Source: an optimization exercise on an open RTL-to-GDS flow (aim: a short achievable clock period and few clock cycles). Production flows keep margins and buffers that such runs may drop. The clock input has no modelled driver; a real chip could not lean on it and would need a root buffer or a full tree. No activity file was given, so power comes from the tool's default toggle rates.

==> module mem_readout_top_2, before the edit <==
module mem_readout_top_2(
    input clk,
    input reset,
    input wire [2:0] BX,
    input [6:0] clk_cnt,
    input [2:0] BX_pipe,
    input [5:0] number_in1,
    output [5:0] read_add1,
    input [43:0] input_L1L2_1,
    input [5:0] number_in2,
    output [5:0] read_add2,
    input [43:0] input_L1L2_2,
    input [5:0] number_in3,
    output [5:0] read_add3,
    input [43:0] input_L1L2_3,
    input [5:0] number_in4,
    output [5:0] read_add4,
    input [43:0] input_L1L2_4,
    input [5:0] number_in5,
    output [5:0] read_add5,
    input [43:0] input_L3L4_1,
    input [5:0] number_in6,
    output [5:0] read_add6,
    input [43:0] input_L3L4_2,
    input [5:0] number_in7,
    output [5:0] read_add7,
    input [43:0] input_L3L4_3,
    input [5:0] number_in8,
    output [5:0] read_add8,
    input [43:0] input_L3L4_4,
    input [5:0] number_in9,
    output [5:0] read_add9,
    input [43:0] input_L5L6_1,
    input [5:0] number_in10,
    output [5:0] read_add10,
    input [43:0] input_L5L6_2,
    input [5:0] number_in11,
    output [5:0] read_add11,
    input [43:0] input_L5L6_3,
    input [5:0] number_in12,
    output [5:0] read_add12,
    input [43:0] input_L5L6_4,
    output reg [47:0] mem_dat_stream,
    output reg valid,
    output reg send_BX,
    output reg none
);
wire [5:0] num [0:11];
assign num[0] = number_in1;   assign num[1] = number_in2;
assign num[2] = number_in3;   assign num[3] = number_in4;
assign num[4] = number_in5;   assign num[5] = number_in6;
assign num[6] = number_in7;   assign num[7] = number_in8;
assign num[8] = number_in9;   assign num[9] = number_in10;
assign num[10] = number_in11; assign num[11] = number_in12;
wire [43:0] dat [0:11];
assign dat[0] = input_L1L2_1;  assign dat[1] = input_L1L2_2;
assign dat[2] = input_L1L2_3;  assign dat[3] = input_L1L2_4;
assign dat[4] = input_L3L4_1;  assign dat[5] = input_L3L4_2;
assign dat[6] = input_L3L4_3;  assign dat[7] = input_L3L4_4;
assign dat[8] = input_L5L6_1;  assign dat[9] = input_L5L6_2;
assign dat[10] = input_L5L6_3; assign dat[11] = input_L5L6_4;
reg [5:0] addr [0:11];           
assign read_add1 = addr[0];   assign read_add2 = addr[1];
assign read_add3 = addr[2];   assign read_add4 = addr[3];
assign read_add5 = addr[4];   assign read_add6 = addr[5];
assign read_add7 = addr[6];   assign read_add8 = addr[7];
assign read_add9 = addr[8];   assign read_add10 = addr[9];
assign read_add11 = addr[10]; assign read_add12 = addr[11];
function [11:0] lowest;
    input [11:0] m;
    integer j;
    reg seen;
    begin
        seen = 1'b0;
        for (j = 0; j < 12; j = j + 1) begin
            lowest[j] = m[j] & ~seen;
            seen = seen | m[j];
        end
    end
endfunction
function [3:0] code;
    input [11:0] s;
    integer j;
    begin
        code = 4'd0;
        for (j = 0; j < 12; j = j + 1)
            code = code | ({4{s[j]}} & (j[3:0] + 4'd1));
    end
endfunction
reg [11:0] ne;                   
reg [11:0] one, two;             
reg [5:0]  nm2 [0:11];           
integer n;
always @(posedge clk) begin
    for (n = 0; n < 12; n = n + 1) begin
        ne[n]  <= |num[n];
        one[n] <= (num[n] == 6'd1);
        two[n] <= (num[n] == 6'd2);
        nm2[n] <= num[n] - 6'd2;
    end
end
reg        first, second;
reg [11:0] act;
reg [11:0] last;                 
reg [11:0] succ [0:11];
reg [11:0] nosucc;               
reg        busy;                 
wire [11:0] fst = lowest(ne);
wire [11:0] leave = act & last;
integer i, j;
reg [11:0] act_nxt;
reg [11:0] nosucc_nxt;
always @(*) begin
    for (j = 0; j < 12; j = j + 1) begin
        act_nxt[j] = act[j] & ~last[j];
        for (i = 0; i < j; i = i + 1)
            act_nxt[j] = act_nxt[j] | (leave[i] & succ[i][j]);
    end
end
reg [11:0] succ_nxt [0:11];
reg        seen;
always @(*) begin
    for (i = 0; i < 12; i = i + 1) begin
        seen = 1'b0;
        for (j = 0; j < 12; j = j + 1) begin
            succ_nxt[i][j] = (j > i) & ne[j] & ~seen;
            if (j > i) seen = seen | ne[j];
        end
        nosucc_nxt[i] = ~seen;
    end
end
always @(posedge clk) begin
    first  <= reset;
    second <= ~reset & first;
    nosucc <= nosucc_nxt;
    if (first) begin
        act  <= fst;
        busy <= |ne;
    end else begin
        act  <= act_nxt;
        busy <= busy & ~|(leave & nosucc);
    end
    for (n = 0; n < 12; n = n + 1) begin
        succ[n] <= succ_nxt[n];
        if (first)
            last[n] <= one[n] | two[n];
        else if (act[n])
            last[n] <= (addr[n] == nm2[n]);
        else if (second)
            last[n] <= one[n];
        if (reset)
            addr[n] <= 6'd0;
        else if (first)
            addr[n] <= 6'd1;
        else if (act[n])
            addr[n] <= addr[n] + 6'd1;
        else if (second)
            addr[n] <= 6'd0;
    end
end
reg [11:0] sel;                  
reg [3:0]  sel_code;             
reg [2:0]  hdr_bx;               
reg        dvalid;               
reg [43:0] mux;
integer k;
always @(*) begin
    mux = 44'd0;
    for (k = 0; k < 12; k = k + 1)
        mux = mux | ({44{sel[k]}} & dat[k]);
end
always @(posedge clk) begin
    sel      <= reset ? 12'd0 : first ? fst : act;
    sel_code <= reset ? 4'hF : first ? code(fst) : code(act);
    hdr_bx   <= reset ? BX : 3'd0;
    dvalid   <= ~reset & (first ? |ne : busy & ~(second & |(act & one)));
    mem_dat_stream <= {sel_code, mux[43:41] | hdr_bx, mux[40:0]};
    valid   <= ~reset & dvalid;
    send_BX <= ~reset & first;
    none    <= ~reset & (first ? ~|ne : ~busy);
end
endmodule
Settings: LEC_CHECK=0, ABC_CLOCK_PERIOD_IN_PS=1300, CAP_MARGIN=20, CORE_AREA=6 6 264 264, DIE_AREA=0 0 270 270, PLACE_DENSITY=0.6, SETUP_SLACK_MARGIN=1.8, SLEW_MARGIN=20; clock period 3.0 ns.
standard.sh (not shown) runs the stock make flow with config.mk's settings and CLKGATE_MAP_FILE= SYNTH_SCRIPT=/design/flow/synth_recipe.tcl, a recipe that flattens the netlist after the stock synthesis.
==> flow/flow/run.sh <==
#!/bin/bash
# Standard ORFS layout with three changes:
# - synthesis and the resizer do not use the slow 3- and 4-input OR and
#   4-input NOR cells (added to the platform's don't-use list);
# - the ports get plain buffers that the resizer may size freely (instead
#   of delay cells of a fixed footprint);
# - the clock tree is built by flow/mytree.tcl, hooked in before ORFS's CTS
#   step.
# Tool output goes to standard.log.
DONT_USE="$(cat flow/dont_use.txt)"
bash standard.sh PRE_CTS_TCL="$PWD/flow/pre_cts.tcl" \
  BUFFER_PORTS_ARGS="-buffer_cell sky130_fd_sc_hd__buf_4" \
  MATCH_CELL_FOOTPRINT=0 DONT_USE_CELLS="$DONT_USE" finish > standard.log 2>&1
Other scripts of this flow, unchanged in this note and not shown: flow/flow/dont_use.txt, flow/flow/mytree.tcl, flow/flow/pre_cts.tcl
The starting point passed the timing, design-rule and antenna checks.
Then changed:
--- a/flow/design.v
+++ b/flow/design.v
@@ -87,25 +87,30 @@
         for (j = 0; j < 12; j = j + 1)
             code = code | ({4{s[j]}} & (j[3:0] + 4'd1));
     end
 endfunction
 reg [11:0] ne;                   
 reg [11:0] one, two;             
-reg [5:0]  nm2 [0:11];           
+reg [5:0]  nm1 [0:11];           
 integer n;
-always @(posedge clk) begin
+always @(*) begin
     for (n = 0; n < 12; n = n + 1) begin
-        ne[n]  <= |num[n];
-        one[n] <= (num[n] == 6'd1);
-        two[n] <= (num[n] == 6'd2);
-        nm2[n] <= num[n] - 6'd2;
+        one[n] = (num[n] == 6'd1);
+        two[n] = (num[n] == 6'd2);
+        nm1[n] = num[n] - 6'd1;
     end
 end
-reg        first, second;
+always @(posedge clk) begin
+    for (n = 0; n < 12; n = n + 1)
+        ne[n] <= |num[n];
+end
+reg        first;
+reg [11:0] first_m, second_m;
 reg [11:0] act;
 reg [11:0] last;                 
+reg [5:0]  ap1 [0:11];           
 reg [11:0] succ [0:11];
 reg [11:0] nosucc;               
 reg        busy;                 
 wire [11:0] fst = lowest(ne);
 wire [11:0] leave = act & last;
 integer i, j;
@@ -129,37 +134,40 @@
         end
         nosucc_nxt[i] = ~seen;
     end
 end
 always @(posedge clk) begin
     first  <= reset;
-    second <= ~reset & first;
     nosucc <= nosucc_nxt;
     if (first) begin
         act  <= fst;
         busy <= |ne;
     end else begin
         act  <= act_nxt;
         busy <= busy & ~|(leave & nosucc);
     end
     for (n = 0; n < 12; n = n + 1) begin
         succ[n] <= succ_nxt[n];
-        if (first)
+        first_m[n]  <= reset & |num[n];
+        second_m[n] <= ~reset & first_m[n];
+        if (first_m[n])
             last[n] <= one[n] | two[n];
         else if (act[n])
-            last[n] <= (addr[n] == nm2[n]);
-        else if (second)
+            last[n] <= (ap1[n] == nm1[n]);
+        else if (second_m[n])
             last[n] <= one[n];
-        if (reset)
+        if (reset) begin
             addr[n] <= 6'd0;
-        else if (first)
-            addr[n] <= 6'd1;
-        else if (act[n])
-            addr[n] <= addr[n] + 6'd1;
-        else if (second)
+            ap1[n]  <= 6'd1;
+        end else if (first_m[n] | act[n]) begin
+            addr[n] <= ap1[n];
+            ap1[n]  <= ap1[n] + 6'd1;
+        end else if (second_m[n]) begin
             addr[n] <= 6'd0;
+            ap1[n]  <= 6'd1;
+        end
     end
 end
 reg [11:0] sel;                  
 reg [3:0]  sel_code;             
 reg [2:0]  hdr_bx;               
 reg        dvalid;               
@@ -171,13 +179,13 @@
         mux = mux | ({44{sel[k]}} & dat[k]);
 end
 always @(posedge clk) begin
     sel      <= reset ? 12'd0 : first ? fst : act;
     sel_code <= reset ? 4'hF : first ? code(fst) : code(act);
     hdr_bx   <= reset ? BX : 3'd0;
-    dvalid   <= ~reset & (first ? |ne : busy & ~(second & |(act & one)));
+    dvalid   <= ~reset & (first ? |ne : busy & ~|(act & one & second_m));
     mem_dat_stream <= {sel_code, mux[43:41] | hdr_bx, mux[40:0]};
     valid   <= ~reset & dvalid;
     send_BX <= ~reset & first;
     none    <= ~reset & (first ? ~|ne : ~busy);
 end
 endmodule
The new run went through all stages and came out clean.
Total power rose by 3.3%.
Sequential cell count is unchanged.
Final cell count goes up by 6.3%.
Register-to-register slack got worse by 20 ps.
Area after synthesis went up by 10%.
Design area rises by 5.3%.
Wire length goes up by 0.56%.
Global-route usage drops by 0.32 points.
Setup slack gets worse by 96 ps.
Clock skew climbs by 7.1 ps.
Critical path depth rose by 4.
Die area stays the same.
Function was not checked in any run of this note: the RTL went through the layout flow alone. In every run of this note, the design's own scripts or RTL, not TritonCTS, make the clock network.

==> what the ideal ports hide <==
Ports are ideal in the flow. The routed layouts listed here were re-timed in OpenROAD. Step 1, drivers: a clkbuf_16 drives clk and a buf_2 each remaining input, both assumed. Step 2 moves the port delays by t, midway between the first and last clock arrival at a register: inputs arrive t later, outputs are due t later. That takes back most of the time a late clock gives input paths. a / b / c = ideal / step 1 / step 2; a / b = the first two.
run	shift t [ns]	slack for setup (ns)	worst slew at a driven data input, ns	pins driven straight from the clock port
the first run	0.462	1.471 / 1.360 / 1.293	0.28	4
the second run	0.453	1.374 / 1.408 / 0.984	0.25	4
After both steps setup and hold are still met in every run listed. The setup slack of the second run, which loses most, moves by +0.034 ns with the drivers and by -0.390 ns with both steps.
